This design comes from an exercise in tuning for small area on the open sky130 flow, not from production work.
Function was checked by simulation only, so behaviour that the tests miss may differ from the original.
No activity file was given, so power comes from the tool's default toggle rates.

==> wip/violet <==
Design simon, start of the top module:
module simon(
    input clk,
    input rst,   
    input btnR,  
    input btnD,
    input btnU,
    input btnL,
    input btnC,
    output reg[3:0] led,
    output [6:0] seg,
    output [3:0] an
    );
    localparam START_STATE = 3'b000;
    localparam FAIL_STATE = 3'b001;
    localparam LED_STATE = 3'b010;
    localparam LAST_STATE = 3'b011;
    localparam INPUT_STATE = 3'b111;
    localparam [31:0] F25 = 32'hf0a00f0f;
    localparam [4:0] I25 = 5'd6;
    localparam [4:0] Z25 = 5'd22;
    reg[2:0] c8;
    reg[4:0] m25;
    wire tick = (m25 == Z25) && !c8[0];
    wire seg_en = (c8 == 3'd4);
    always@(posedge clk) begin
        if(rst)begin
            c8 <= 3'd0;
            m25 <= I25;
        end
        else begin
            c8 <= c8 + 3'd1;
            m25 <= {m25[3:0], F25[m25]};
        end
    end
    localparam [1:0] CU = 2'd0, CR = 2'd1, CD = 2'd2, CL = 2'd3;
    localparam [31:0] FS = 32'h5d0ca2f3;      
    localparam [31:0] PS = 32'h66a655a5;      
    localparam [31:0] ROM0 = 32'hbe4a1c1a;   
    localparam [31:0] ROM1 = 32'hce205df7;
    localparam [4:0] S1 = 5'd1, S2 = 5'd3, S3 = 5'd6, S31 = 5'd16;
    function [6:0] succ;
        input [6:0] p;
        succ = {p[6:5] + {1'b0, p[4:0] == S31}, p[3:0], FS[p[4:0]]};
    endfunction
    function [6:0] pred;
        input [6:0] p;
        pred = {p[6:5] - {1'b0, p[4:0] == 5'd0}, PS[p[4:0]], p[4:1]};
    endfunction
    function [3:0] onehot;      
        input [1:0] c;
        onehot = {c == CL, c == CD, c == CR, c == CU};
    endfunction
    function [1:0] ledbit;      
        input [1:0] c;
        ledbit = (c == CU) ? 2'd0 : (c == CR) ? 2'd1 : (c == CD) ? 2'd2 : 2'd3;
    endfunction
    reg[2:0] state;
    reg blink;
    reg[6:0] sc;            
    reg[6:0] cc;            
    reg[6:0] th;            
    reg[1:0] prev;          
    reg btnC_next,btnR_next,btnL_next,btnD_next,btnU_next;
    wire[3:0] btn = {btnL_next, btnD_next, btnR_next, btnU_next};
    wire r_low = (cc[4:0] == 5'd0) || (cc[4:0] == S1) || (cc[4:0] == S2) || (cc[4:0] == S3);
    wire exc = ((cc[6:5] == 2'd0) && (cc[4:0] == 5'd0)) || ((cc[6:5] == 2'd3) && r_low);
    wire[1:0] cur = exc ? CU : {ROM1[cc[4:0]], ROM0[cc[4:0]]};
  ...
==> module simon, before the edit <==
module simon(
    input clk,
    input rst,   
    input btnR,  
    input btnD,
    input btnU,
    input btnL,
    input btnC,
    output reg[3:0] led,
    output [6:0] seg,
    output [3:0] an
    );
    localparam START_STATE = 3'b000;
    localparam FAIL_STATE = 3'b001;
    localparam LED_STATE = 3'b010;
    localparam LAST_STATE = 3'b011;
    localparam INPUT_STATE = 3'b111;
    localparam [31:0] F25 = 32'hf0a00f0f;
    localparam [4:0] I25 = 5'd6;
    localparam [4:0] Z25 = 5'd22;
    reg[2:0] c8;
    reg[4:0] m25;
    wire tick = (m25 == Z25) && !c8[0];
    wire seg_en = (c8 == 3'd4);
    always@(posedge clk) begin
        if(rst)begin
            c8 <= 3'd0;
            m25 <= I25;
        end
        else begin
            c8 <= c8 + 3'd1;
            m25 <= {m25[3:0], F25[m25]};
        end
    end
    localparam [1:0] CU = 2'd0, CR = 2'd1, CD = 2'd2, CL = 2'd3;
    localparam [31:0] FS = 32'h5d0ca2f3;      
    localparam [31:0] PS = 32'h66a655a5;      
    localparam [31:0] ROM0 = 32'hbe4a1c1a;   
    localparam [31:0] ROM1 = 32'hce205df7;
    localparam [4:0] S1 = 5'd1, S2 = 5'd3, S3 = 5'd6, S31 = 5'd16;
    function [6:0] succ;
        input [6:0] p;
        succ = {p[6:5] + {1'b0, p[4:0] == S31}, p[3:0], FS[p[4:0]]};
    endfunction
    function [6:0] pred;
        input [6:0] p;
        pred = {p[6:5] - {1'b0, p[4:0] == 5'd0}, PS[p[4:0]], p[4:1]};
    endfunction
    function [3:0] onehot;      
        input [1:0] c;
        onehot = {c == CL, c == CD, c == CR, c == CU};
    endfunction
    function [1:0] ledbit;      
        input [1:0] c;
        ledbit = (c == CU) ? 2'd0 : (c == CR) ? 2'd1 : (c == CD) ? 2'd2 : 2'd3;
    endfunction
    reg[2:0] state;
    reg blink;
    reg[6:0] sc;            
    reg[6:0] cc;            
    reg[6:0] th;            
    reg[1:0] prev;          
    reg btnC_next,btnR_next,btnL_next,btnD_next,btnU_next;
    wire[3:0] btn = {btnL_next, btnD_next, btnR_next, btnU_next};
    wire r_low = (cc[4:0] == 5'd0) || (cc[4:0] == S1) || (cc[4:0] == S2) || (cc[4:0] == S3);
    wire exc = ((cc[6:5] == 2'd0) && (cc[4:0] == 5'd0)) || ((cc[6:5] == 2'd3) && r_low);
    wire[1:0] cur = exc ? CU : {ROM1[cc[4:0]], ROM0[cc[4:0]]};
    wire at_score = (cc == sc);
    wire multi = (btn[0] & btn[1]) | (btn[2] & btn[3]) | ((btn[0] | btn[1]) & (btn[2] | btn[3]));
    reg[2:0] state_v;
    reg blink_v;
    reg[6:0] sc_v, cc_v, th_v;
    reg[1:0] prev_v;
    reg[3:0] led_v;
    reg match, fail, inc;
    always@(*) begin
        state_v = state;
        blink_v = blink;
        sc_v = sc;
        cc_v = cc;
        th_v = th;
        prev_v = prev;
        led_v = led;
        match = 1'b0;
        fail = 1'b0;
        inc = 1'b0;
        if(btnC_next)begin
            sc_v = 7'd0;
            cc_v = 7'd0;
            state_v = LED_STATE;
            if(tick)begin
                led_v = onehot(CU);
                cc_v = {2'd0, S1};
                state_v = LAST_STATE;
            end
        end
        else if(state[2])begin
            led_v = 4'b0000;
            if(tick)begin
                if(th == 7'd0 && state[1:0] == 2'd2)
                    fail = 1'b1;
                if(state[1:0] == 2'd2)begin
                    state_v = 3'b100;
                    th_v = pred(th);
                end
                else
                    state_v = {1'b1, state[1:0] + 2'd1};
            end
            match = btn[ledbit(cur)];
            if(multi || (!match && (btn != 4'd0) && !btn[ledbit(prev)]))
                fail = 1'b1;
            if(match)
                prev_v = cur;
            if(match && at_score)begin
                inc = 1'b1;
                sc_v = succ(cc);        
                cc_v = 7'd0;
                state_v = (cc == {2'd3, S3}) ? FAIL_STATE : LED_STATE;
            end
            else begin
                if(match)
                    cc_v = succ(cc);
                if(fail)
                    state_v = FAIL_STATE;
            end
        end
        else case(state[1:0])
        2'b00: begin
            if(tick)begin
                led_v = {~blink, blink, ~blink, blink};
                blink_v = ~blink;
            end
        end
        2'b10, 2'b11: begin
            if(tick)begin
                led_v = onehot(cur);
                if(state[0])begin
                    cc_v = 7'd0;
                    th_v = sc;
                    prev_v = CU;
                    state_v = INPUT_STATE;
                end
                else begin
                    cc_v = succ(cc);
                    if(at_score)
                        state_v = LAST_STATE;
                end
            end
        end
        2'b01: begin
            state_v = START_STATE;
        end
        endcase
    end
    always@(posedge clk)begin
        if(rst)begin
            btnC_next <= 0;
            state <= START_STATE;
            blink <= 0;
            led <= 0;
        end
        else begin
            btnC_next <= btnC;
            state <= state_v;
            blink <= blink_v;
            led <= led_v;
        end
    end
    always@(posedge clk)begin
        sc <= sc_v;
        cc <= cc_v;
        th <= th_v;
        btnU_next <= btnU;
        btnD_next <= btnD;
        btnR_next <= btnR;
        btnL_next <= btnL;
        prev <= prev_v;
    end
    sevenSeg an0(.clk(clk),.rst(rst),.clr(btnC_next),.inc(inc),.seg_en(seg_en),.seg(seg),.an(an));
endmodule
Settings: LEC_CHECK=0, ABC_AREA=1, CAP_MARGIN=20, CORE_MARGIN=2, CORE_UTILIZATION=65, SLEW_MARGIN=20; clock period 10.0 ns.
standard.sh (not shown) runs the stock make flow with config.mk's settings and CLKGATE_MAP_FILE= SYNTH_SCRIPT=/design/flow/synth_recipe.tcl, a recipe that flattens the netlist after the stock synthesis.
==> flow/flow/run.sh <==
#!/bin/bash
# Layout flow: the standard layout (standard.sh) with these changes:
#  - synthesis maps the logic with an area-oriented ABC script (flow/abc.script,
#    deep synthesis with random seed @SEED@) and without Yosys's adder
#    extraction; it runs for eight seeds (four at a time) and keeps the
#    smallest netlist. The
#    synthesis steps are otherwise ORFS's, so the registers are the standard
#    synthesis's;
#  - the port buffers are buf_1 cells;
#  - clock tree synthesis uses clkbuf_8 buffers and no dummy loads.
set -euo pipefail
W=$PWD
best=""
bestarea=""
for s in 0 1 2 3 4 5 6 7; do
  rm -rf "$W/scripts_s$s" "$W/orfs_s$s"
  cp -r "$FLOW_HOME/scripts" "$W/scripts_s$s"
  sed "s/@SEED@/$s/" "$W/flow/abc.script" > "$W/scripts_s$s/abc_area.script"
  cp "$W/scripts_s$s/abc_area.script" "$W/scripts_s$s/abc_speed.script"
  sed "s#WORK_HOME=[^ ]*#WORK_HOME=$W/orfs_s$s#" standard.sh > "$W/standard_s$s.sh"
  (SCRIPTS_DIR="$W/scripts_s$s" ADDER_MAP_FILE= bash "$W/standard_s$s.sh" synth > "$W/synth_s$s.log" 2>&1) &
  if [[ $s == 3 ]]; then wait; fi
done
wait
for s in 0 1 2 3 4 5 6 7; do
  a=$(grep -h "Chip area for module" "$W/orfs_s$s/reports/$FLOW_PLATFORM/simon/base/synth_stat.txt" 2>/dev/null | awk '{print $NF}' || true)
  echo "seed $s: synthesized area $a" >> "$W/synth_choice.log"
  if [[ -z "$a" || ! -f "$W/orfs_s$s/results/$FLOW_PLATFORM/simon/base/1_synth.odb" ]]; then continue; fi
  if [[ -z "$bestarea" ]] || awk "BEGIN {exit !($a < $bestarea)}"; then best=$s; bestarea=$a; fi
done
echo "kept seed $best" >> "$W/synth_choice.log"
rm -rf "$W/orfs"
cp -a "$W/orfs_s$best" "$W/orfs"
export BUFFER_PORTS_ARGS="-buffer_cell sky130_fd_sc_hd__buf_1"
export CTS_ARGS="-buf_list sky130_fd_sc_hd__clkbuf_8 -sink_clustering_enable -repair_clock_nets -dont_use_dummy_load"
bash standard.sh > "$W/layout.log" 2>&1
==> flow/flow/abc.script <==
strash
&get -n
&deepsyn -T 60 -S @SEED@
&put
dch -f
amap
topo
==> inputs of wip/zinc, as changes to wip/violet <==
--- a/flow/design.v
+++ b/flow/design.v
@@ -1,21 +1,22 @@
 `timescale 1ns / 1ps
 module sevenSeg(
     input clk,
     input rst,
     input clr,
     input inc,
     input seg_en,           
     output reg[6:0] seg,
-    output[3:0] an
+    output[3:0] an,
+    output reg[3:0] tens,   
+    output reg[3:0] ones,
+    output reg clr_p,       
+    output reg inc_p
     );
-    reg[3:0] tens;       
-    reg[3:0] ones;
-    reg clr_p, inc_p;    
     reg counter;         
     wire on = !(tens[3] && tens[2]);
     wire game_started = clr_p || on;
     wire upd = seg_en && game_started;
     always@(posedge clk)begin
         if(rst)begin
             tens[3:2] <= 2'b11;
             ones <= 4'd0;
@@ -86,104 +87,88 @@
             c8 <= 3'd0;
             m25 <= I25;
         end
         else begin
             c8 <= c8 + 3'd1;
             m25 <= {m25[3:0], F25[m25]};
         end
     end
-    localparam [1:0] CU = 2'd0, CR = 2'd1, CD = 2'd2, CL = 2'd3;
-    localparam [31:0] FS = 32'h5d0ca2f3;      
-    localparam [31:0] PS = 32'h66a655a5;      
-    localparam [31:0] ROM0 = 32'hbe4a1c1a;   
-    localparam [31:0] ROM1 = 32'hce205df7;
-    localparam [4:0] S1 = 5'd1, S2 = 5'd3, S3 = 5'd6, S31 = 5'd16;
-    function [6:0] succ;
-        input [6:0] p;
-        succ = {p[6:5] + {1'b0, p[4:0] == S31}, p[3:0], FS[p[4:0]]};
-    endfunction
-    function [6:0] pred;
-        input [6:0] p;
-        pred = {p[6:5] - {1'b0, p[4:0] == 5'd0}, PS[p[4:0]], p[4:1]};
-    endfunction
+    localparam [1:0] CU = 2'd0, CR = 2'd2, CD = 2'd3, CL = 2'd1;
+    localparam [31:0] ROM0 = 32'h5da65aab;   
+    localparam [31:0] ROM1 = 32'h4b33298d;
     function [3:0] onehot;      
         input [1:0] c;
         onehot = {c == CL, c == CD, c == CR, c == CU};
     endfunction
-    function [1:0] ledbit;      
-        input [1:0] c;
-        ledbit = (c == CU) ? 2'd0 : (c == CR) ? 2'd1 : (c == CD) ? 2'd2 : 2'd3;
-    endfunction
     reg[2:0] state;
     reg blink;
-    reg[6:0] sc;            
     reg[6:0] cc;            
     reg[6:0] th;            
     reg[1:0] prev;          
     reg btnC_next,btnR_next,btnL_next,btnD_next,btnU_next;
     wire[3:0] btn = {btnL_next, btnD_next, btnR_next, btnU_next};
-    wire r_low = (cc[4:0] == 5'd0) || (cc[4:0] == S1) || (cc[4:0] == S2) || (cc[4:0] == S3);
-    wire exc = ((cc[6:5] == 2'd0) && (cc[4:0] == 5'd0)) || ((cc[6:5] == 2'd3) && r_low);
+    wire[3:0] sc_t, sc_1;
+    wire sc_clr, sc_inc;
+    wire[6:0] sc = {sc_t, 3'b000} + {sc_t, 1'b0} + sc_1;    
+    wire pos0 = (cc == 7'd0);
+    wire exc = pos0 || (cc[6:2] == 5'b11000);
     wire[1:0] cur = exc ? CU : {ROM1[cc[4:0]], ROM0[cc[4:0]]};
-    wire at_score = (cc == sc);
-    wire multi = (btn[0] & btn[1]) | (btn[2] & btn[3]) | ((btn[0] | btn[1]) & (btn[2] | btn[3]));
+    wire at_score = sc_clr ? pos0 : (!sc_inc && cc == sc);
+    wire h_zero = (th == 7'd0);
     reg[2:0] state_v;
     reg blink_v;
-    reg[6:0] sc_v, cc_v, th_v;
+    reg[6:0] cc_v, th_v;
     reg[1:0] prev_v;
     reg[3:0] led_v;
     reg match, fail, inc;
     always@(*) begin
         state_v = state;
         blink_v = blink;
-        sc_v = sc;
         cc_v = cc;
         th_v = th;
         prev_v = prev;
         led_v = led;
         match = 1'b0;
         fail = 1'b0;
         inc = 1'b0;
         if(btnC_next)begin
-            sc_v = 7'd0;
             cc_v = 7'd0;
             state_v = LED_STATE;
             if(tick)begin
                 led_v = onehot(CU);
-                cc_v = {2'd0, S1};
+                cc_v = 7'd1;
                 state_v = LAST_STATE;
             end
         end
         else if(state[2])begin
             led_v = 4'b0000;
             if(tick)begin
-                if(th == 7'd0 && state[1:0] == 2'd2)
+                if(h_zero && state[1:0] == 2'd2)
                     fail = 1'b1;
                 if(state[1:0] == 2'd2)begin
                     state_v = 3'b100;
-                    th_v = pred(th);
+                    th_v = th - 7'd1;
                 end
                 else
                     state_v = {1'b1, state[1:0] + 2'd1};
             end
-            match = btn[ledbit(cur)];
-            if(multi || (!match && (btn != 4'd0) && !btn[ledbit(prev)]))
+            match = |(btn & onehot(cur));
+            if(|(btn & ~onehot(match ? cur : prev)))
                 fail = 1'b1;
             if(match)
                 prev_v = cur;
             if(match && at_score)begin
                 inc = 1'b1;
-                sc_v = succ(cc);        
                 cc_v = 7'd0;
-                state_v = (cc == {2'd3, S3}) ? FAIL_STATE : LED_STATE;
+                state_v = (cc == 7'd99) ? FAIL_STATE : LED_STATE;
             end
             else begin
                 if(match)
-                    cc_v = succ(cc);
+                    cc_v = cc + 7'd1;
                 if(fail)
                     state_v = FAIL_STATE;
             end
         end
         else case(state[1:0])
         2'b00: begin
             if(tick)begin
                 led_v = {~blink, blink, ~blink, blink};
@@ -195,17 +180,17 @@
                 led_v = onehot(cur);
                 if(state[0])begin
                     cc_v = 7'd0;
                     th_v = sc;
                     prev_v = CU;
                     state_v = INPUT_STATE;
                 end
                 else begin
-                    cc_v = succ(cc);
+                    cc_v = cc + 7'd1;
                     if(at_score)
                         state_v = LAST_STATE;
                 end
             end
         end
         2'b01: begin
             state_v = START_STATE;
         end
@@ -221,19 +206,19 @@
         else begin
             btnC_next <= btnC;
             state <= state_v;
             blink <= blink_v;
             led <= led_v;
         end
     end
     always@(posedge clk)begin
-        sc <= sc_v;
         cc <= cc_v;
         th <= th_v;
+        prev <= prev_v;
         btnU_next <= btnU;
         btnD_next <= btnD;
         btnR_next <= btnR;
         btnL_next <= btnL;
-        prev <= prev_v;
-    end
-    sevenSeg an0(.clk(clk),.rst(rst),.clr(btnC_next),.inc(inc),.seg_en(seg_en),.seg(seg),.an(an));
+    end
+    sevenSeg an0(.clk(clk),.rst(rst),.clr(btnC_next),.inc(inc),.seg_en(seg_en),.seg(seg),.an(an),
+                 .tens(sc_t),.ones(sc_1),.clr_p(sc_clr),.inc_p(sc_inc));
 endmodule
==> flow/flow/run.sh (replaced) <==
#!/bin/bash
# Layout flow: the standard layout (standard.sh) with these changes:
#  - synthesis maps the logic with an area-oriented ABC script (flow/abc.script,
#    deep synthesis with random seed @SEED@) and without Yosys's adder
#    extraction; it runs for sixteen seeds (four at a time) and keeps the
#    smallest netlist. The
#    synthesis steps are otherwise ORFS's, so the registers are the standard
#    synthesis's;
#  - the port buffers are buf_1 cells;
#  - clock tree synthesis uses clkbuf_8 buffers and no dummy loads.
set -euo pipefail
W=$PWD
best=""
bestarea=""
for s in $(seq 0 15); do
  rm -rf "$W/scripts_s$s" "$W/orfs_s$s"
  cp -r "$FLOW_HOME/scripts" "$W/scripts_s$s"
  sed "s/@SEED@/$s/" "$W/flow/abc.script" > "$W/scripts_s$s/abc_area.script"
  cp "$W/scripts_s$s/abc_area.script" "$W/scripts_s$s/abc_speed.script"
  sed "s#WORK_HOME=[^ ]*#WORK_HOME=$W/orfs_s$s#" standard.sh > "$W/standard_s$s.sh"
  (SCRIPTS_DIR="$W/scripts_s$s" ADDER_MAP_FILE= bash "$W/standard_s$s.sh" synth > "$W/synth_s$s.log" 2>&1) &
  if (( s % 4 == 3 )); then wait; fi
done
wait
for s in $(seq 0 15); do
  a=$(grep -h "Chip area for module" "$W/orfs_s$s/reports/$FLOW_PLATFORM/simon/base/synth_stat.txt" 2>/dev/null | awk '{print $NF}' || true)
  echo "seed $s: synthesized area $a" >> "$W/synth_choice.log"
  if [[ -z "$a" || ! -f "$W/orfs_s$s/results/$FLOW_PLATFORM/simon/base/1_synth.odb" ]]; then continue; fi
  if [[ -z "$bestarea" ]] || awk "BEGIN {exit !($a < $bestarea)}"; then best=$s; bestarea=$a; fi
done
echo "kept seed $best" >> "$W/synth_choice.log"
rm -rf "$W/orfs"
cp -a "$W/orfs_s$best" "$W/orfs"
for s in $(seq 0 15); do
  if [[ $s != "$best" ]]; then rm -rf "$W/orfs_s$s" "$W/scripts_s$s"; fi
done
export BUFFER_PORTS_ARGS="-buffer_cell sky130_fd_sc_hd__buf_1"
export CTS_ARGS="-buf_list sky130_fd_sc_hd__clkbuf_8 -sink_clustering_enable -repair_clock_nets -dont_use_dummy_load"
bash standard.sh > "$W/layout.log" 2>&1
==> flow/flow/abc.script (replaced) <==
strash
&get -n
&deepsyn -T 30 -S @SEED@
&put
dch -f
amap
topo
==> inputs of wip/yarrow, as changes to wip/violet <==
--- a/flow/design.v
+++ b/flow/design.v
@@ -87,50 +87,45 @@
             m25 <= I25;
         end
         else begin
             c8 <= c8 + 3'd1;
             m25 <= {m25[3:0], F25[m25]};
         end
     end
     localparam [1:0] CU = 2'd0, CR = 2'd1, CD = 2'd2, CL = 2'd3;
-    localparam [31:0] FS = 32'h5d0ca2f3;      
-    localparam [31:0] PS = 32'h66a655a5;      
-    localparam [31:0] ROM0 = 32'hbe4a1c1a;   
-    localparam [31:0] ROM1 = 32'hce205df7;
-    localparam [4:0] S1 = 5'd1, S2 = 5'd3, S3 = 5'd6, S31 = 5'd16;
+    localparam [31:0] FS = 32'h0cfef301;      
+    localparam [31:0] PS = 32'h55a5aaa9;      
+    localparam [31:0] ROM0 = 32'h62b2b686;   
+    localparam [31:0] ROM1 = 32'heb02ee73;
+    localparam [4:0] S1 = 5'd1, S2 = 5'd2, S3 = 5'd4, S31 = 5'd16;
     function [6:0] succ;
         input [6:0] p;
         succ = {p[6:5] + {1'b0, p[4:0] == S31}, p[3:0], FS[p[4:0]]};
     endfunction
     function [6:0] pred;
         input [6:0] p;
         pred = {p[6:5] - {1'b0, p[4:0] == 5'd0}, PS[p[4:0]], p[4:1]};
     endfunction
-    function [3:0] onehot;      
+    function [3:0] onehot;
         input [1:0] c;
-        onehot = {c == CL, c == CD, c == CR, c == CU};
-    endfunction
-    function [1:0] ledbit;      
-        input [1:0] c;
-        ledbit = (c == CU) ? 2'd0 : (c == CR) ? 2'd1 : (c == CD) ? 2'd2 : 2'd3;
+        onehot = 4'b0001 << c;
     endfunction
     reg[2:0] state;
     reg blink;
     reg[6:0] sc;            
     reg[6:0] cc;            
     reg[6:0] th;            
     reg[1:0] prev;          
     reg btnC_next,btnR_next,btnL_next,btnD_next,btnU_next;
     wire[3:0] btn = {btnL_next, btnD_next, btnR_next, btnU_next};
     wire r_low = (cc[4:0] == 5'd0) || (cc[4:0] == S1) || (cc[4:0] == S2) || (cc[4:0] == S3);
     wire exc = ((cc[6:5] == 2'd0) && (cc[4:0] == 5'd0)) || ((cc[6:5] == 2'd3) && r_low);
     wire[1:0] cur = exc ? CU : {ROM1[cc[4:0]], ROM0[cc[4:0]]};
     wire at_score = (cc == sc);
-    wire multi = (btn[0] & btn[1]) | (btn[2] & btn[3]) | ((btn[0] | btn[1]) & (btn[2] | btn[3]));
     reg[2:0] state_v;
     reg blink_v;
     reg[6:0] sc_v, cc_v, th_v;
     reg[1:0] prev_v;
     reg[3:0] led_v;
     reg match, fail, inc;
     always@(*) begin
         state_v = state;
@@ -160,26 +155,26 @@
                     fail = 1'b1;
                 if(state[1:0] == 2'd2)begin
                     state_v = 3'b100;
                     th_v = pred(th);
                 end
                 else
                     state_v = {1'b1, state[1:0] + 2'd1};
             end
-            match = btn[ledbit(cur)];
-            if(multi || (!match && (btn != 4'd0) && !btn[ledbit(prev)]))
+            match = btn[cur];
+            if(|(btn & ~onehot(match ? cur : prev)))
                 fail = 1'b1;
             if(match)
                 prev_v = cur;
             if(match && at_score)begin
                 inc = 1'b1;
-                sc_v = succ(cc);        
+                sc_v = succ(sc);
                 cc_v = 7'd0;
-                state_v = (cc == {2'd3, S3}) ? FAIL_STATE : LED_STATE;
+                state_v = (sc == {2'd3, S3}) ? FAIL_STATE : LED_STATE;
             end
             else begin
                 if(match)
                     cc_v = succ(cc);
                 if(fail)
                     state_v = FAIL_STATE;
             end
         end
==> flow/flow/run.sh (replaced) <==
#!/bin/bash
# Layout flow: the standard layout (standard.sh) with these changes:
#  - synthesis maps the logic with an area-oriented ABC script (flow/abc.script)
#    and without Yosys's adder extraction; the synthesis steps are otherwise
#    ORFS's, so the registers are the standard synthesis's;
#  - the port buffers are buf_1 cells;
#  - clock tree synthesis uses clkbuf_8 buffers and no dummy loads.
set -euo pipefail
W=$PWD
rm -rf "$W/scripts_synth"
cp -r "$FLOW_HOME/scripts" "$W/scripts_synth"
cp "$W/flow/abc.script" "$W/scripts_synth/abc_area.script"
cp "$W/flow/abc.script" "$W/scripts_synth/abc_speed.script"
SCRIPTS_DIR="$W/scripts_synth" ADDER_MAP_FILE= bash standard.sh synth > "$W/synth.log" 2>&1
export BUFFER_PORTS_ARGS="-buffer_cell sky130_fd_sc_hd__buf_1"
export CTS_ARGS="-buf_list sky130_fd_sc_hd__clkbuf_8 -sink_clustering_enable -repair_clock_nets -dont_use_dummy_load"
bash standard.sh > "$W/layout.log" 2>&1
==> flow/flow/abc.script (replaced) <==
strash
&get -n
&deepsyn -T 60
&put
dch -f
amap
topo
==> inputs of wip/fjord, as changes to wip/violet <==
--- a/flow/design.v
+++ b/flow/design.v
@@ -104,33 +104,28 @@
     function [6:0] pred;
         input [6:0] p;
         pred = {p[6:5] - {1'b0, p[4:0] == 5'd0}, PS[p[4:0]], p[4:1]};
     endfunction
     function [3:0] onehot;      
         input [1:0] c;
         onehot = {c == CL, c == CD, c == CR, c == CU};
     endfunction
-    function [1:0] ledbit;      
-        input [1:0] c;
-        ledbit = (c == CU) ? 2'd0 : (c == CR) ? 2'd1 : (c == CD) ? 2'd2 : 2'd3;
-    endfunction
     reg[2:0] state;
     reg blink;
     reg[6:0] sc;            
     reg[6:0] cc;            
     reg[6:0] th;            
     reg[1:0] prev;          
     reg btnC_next,btnR_next,btnL_next,btnD_next,btnU_next;
     wire[3:0] btn = {btnL_next, btnD_next, btnR_next, btnU_next};
     wire r_low = (cc[4:0] == 5'd0) || (cc[4:0] == S1) || (cc[4:0] == S2) || (cc[4:0] == S3);
     wire exc = ((cc[6:5] == 2'd0) && (cc[4:0] == 5'd0)) || ((cc[6:5] == 2'd3) && r_low);
     wire[1:0] cur = exc ? CU : {ROM1[cc[4:0]], ROM0[cc[4:0]]};
     wire at_score = (cc == sc);
-    wire multi = (btn[0] & btn[1]) | (btn[2] & btn[3]) | ((btn[0] | btn[1]) & (btn[2] | btn[3]));
     reg[2:0] state_v;
     reg blink_v;
     reg[6:0] sc_v, cc_v, th_v;
     reg[1:0] prev_v;
     reg[3:0] led_v;
     reg match, fail, inc;
     always@(*) begin
         state_v = state;
@@ -160,18 +155,18 @@
                     fail = 1'b1;
                 if(state[1:0] == 2'd2)begin
                     state_v = 3'b100;
                     th_v = pred(th);
                 end
                 else
                     state_v = {1'b1, state[1:0] + 2'd1};
             end
-            match = btn[ledbit(cur)];
-            if(multi || (!match && (btn != 4'd0) && !btn[ledbit(prev)]))
+            match = |(btn & onehot(cur));
+            if(|(btn & ~onehot(match ? cur : prev)))
                 fail = 1'b1;
             if(match)
                 prev_v = cur;
             if(match && at_score)begin
                 inc = 1'b1;
                 sc_v = succ(cc);        
                 cc_v = 7'd0;
                 state_v = (cc == {2'd3, S3}) ? FAIL_STATE : LED_STATE;
==> flow/flow/run.sh (replaced) <==
#!/bin/bash
# Layout flow: the standard layout (standard.sh) with these changes:
#  - synthesis maps the logic with an area-oriented ABC script (flow/abc.script,
#    deep synthesis with random seed @SEED@) and without Yosys's adder
#    extraction; it runs for four seeds and keeps the smallest netlist. The
#    synthesis steps are otherwise ORFS's, so the registers are the standard
#    synthesis's;
#  - the port buffers are buf_1 cells;
#  - clock tree synthesis uses clkbuf_8 buffers and no dummy loads.
set -euo pipefail
W=$PWD
best=""
bestarea=""
for s in 0 1 2 3; do
  rm -rf "$W/scripts_s$s" "$W/orfs_s$s"
  cp -r "$FLOW_HOME/scripts" "$W/scripts_s$s"
  sed "s/@SEED@/$s/" "$W/flow/abc.script" > "$W/scripts_s$s/abc_area.script"
  cp "$W/scripts_s$s/abc_area.script" "$W/scripts_s$s/abc_speed.script"
  sed "s#WORK_HOME=[^ ]*#WORK_HOME=$W/orfs_s$s#" standard.sh > "$W/standard_s$s.sh"
  (SCRIPTS_DIR="$W/scripts_s$s" ADDER_MAP_FILE= bash "$W/standard_s$s.sh" synth > "$W/synth_s$s.log" 2>&1) &
done
wait
for s in 0 1 2 3; do
  a=$(grep -h "Chip area for module" "$W/orfs_s$s/reports/$FLOW_PLATFORM/simon/base/synth_stat.txt" | awk '{print $NF}')
  echo "seed $s: synthesized area $a" >> "$W/synth_choice.log"
  if [[ -z "$bestarea" ]] || awk "BEGIN {exit !($a < $bestarea)}"; then best=$s; bestarea=$a; fi
done
echo "kept seed $best" >> "$W/synth_choice.log"
rm -rf "$W/orfs"
cp -a "$W/orfs_s$best" "$W/orfs"
export BUFFER_PORTS_ARGS="-buffer_cell sky130_fd_sc_hd__buf_1"
export CTS_ARGS="-buf_list sky130_fd_sc_hd__clkbuf_8 -sink_clustering_enable -repair_clock_nets -dont_use_dummy_load"
bash standard.sh > "$W/layout.log" 2>&1
==> summary.txt <==
Layout
  • Largest regs: cc: 7 flops, sc: 7 flops, th: 7 flops

Worst setup path
  • Critical path, cell by cell: clkinv_1 -> o22ai_1 -> clkinv_1 -> o21a_1 -> a31oi_1 -> o31ai_1 -> or2_0 -> nor2_1 -> nor3_1 -> buf_1

Place
  • Placer Congestion: 0.925

Logic synthesis
  • Syn Inst Count: 307

Status
  • Status: complete, no violations

Power
  • Internal power: 296 uW

Routing
  • Routed WL: 5200 um
Source of the figures above: wip/yarrow

==> summary.txt <==
Logic synthesis
  • Syn Inst Count: 302

Worst setup path
  • Critical path, cell by cell: clkinv_1 -> o22ai_1 -> o21a_1 -> a31oi_1 -> o31ai_1 -> or2_0 -> nor2_1 -> nor4_1 -> buf_1

Place
  • Placer Congestion: 0.926

Layout
  • Fin area: 2720 um^2
  • Most frequent cells in the layout: clkinv_1, nor2_1, dfxtp_1

Routing
  • Routed WL: 5190 um
  • Uppermost layer routed: met4

Floorplan
  • Chip width: 66.4 um

Status
  • Status: complete, no violations

Power
  • Internal power: 295 uW
Source of the figures above: wip/violet

==> summary.txt <==
Worst setup path
  • Cell count along the critical path: 18

Place
  • Placer Congestion: 0.988

Layout
  • Non-filler cells, final: 377
  • Most frequent cells in the layout: nor2_1, clkinv_1, dfxtp_1
  • Largest regs: cc: 7 flops, sc: 7 flops, th: 7 flops

Status
  • Status: complete, no violations

Logic synthesis
  • Syn Inst Count: 306

Power
  • Internal power: 296 uW
Source of the figures above: wip/fjord

==> summary.txt <==
Routing
  • Routed WL: 5290 um

Logic synthesis
  • Syn Inst Count: 315

Layout
  • Largest regs: cc: 7 flops, th: 7 flops, m25: 5 flops

Status
  • Status: complete, no violations

Worst setup path
  • Critical path, cell by cell: clkinv_1 -> o22ai_1 -> nor2_1 -> nor2_1 -> clkinv_1 -> a211oi_1 -> nor2_1 -> o21ai_0 -> buf_1

Power
  • Internal power: 267 uW
Source of the figures above: wip/zinc

==> re-timing with driven ports <==
The results above use ideal ports. As a check the final layouts listed here were re-extracted and re-timed, cells and wires unchanged. Step 1 (the two cells are an assumption about what drives the block):
set clk [get_ports {clk}]
set_driving_cell -lib_cell sky130_fd_sc_hd__clkbuf_16 $clk
set_driving_cell -lib_cell sky130_fd_sc_hd__buf_2 [delete_from_list [all_inputs] $clk]
Step 2 also shifts input and output timing later by t, the mid clock arrival at the registers, as if the neighbouring blocks saw the same clock. a / b / c = no drivers / after step 1 / after step 2; a / b = the first two.
| run | t, ns | setup WS [ns] | worst hold slack (ns) |
|---|---|---|---|
| wip/violet | 0.331 | 5.647 / 5.618 / 5.948 | 0.459 / 0.459 / 0.459 |
| wip/zinc | 0.311 | 5.708 / 5.683 / 5.772 | 0.451 / 0.451 / 0.451 |
| wip/yarrow | 0.325 | 5.504 / 5.476 / 5.800 | 0.456 / 0.456 / 0.456 |
| wip/fjord | 0.326 | 5.280 / 5.280 / 5.280 | 0.462 / 0.462 / 0.462 |
After both steps every run listed still meets setup and hold.
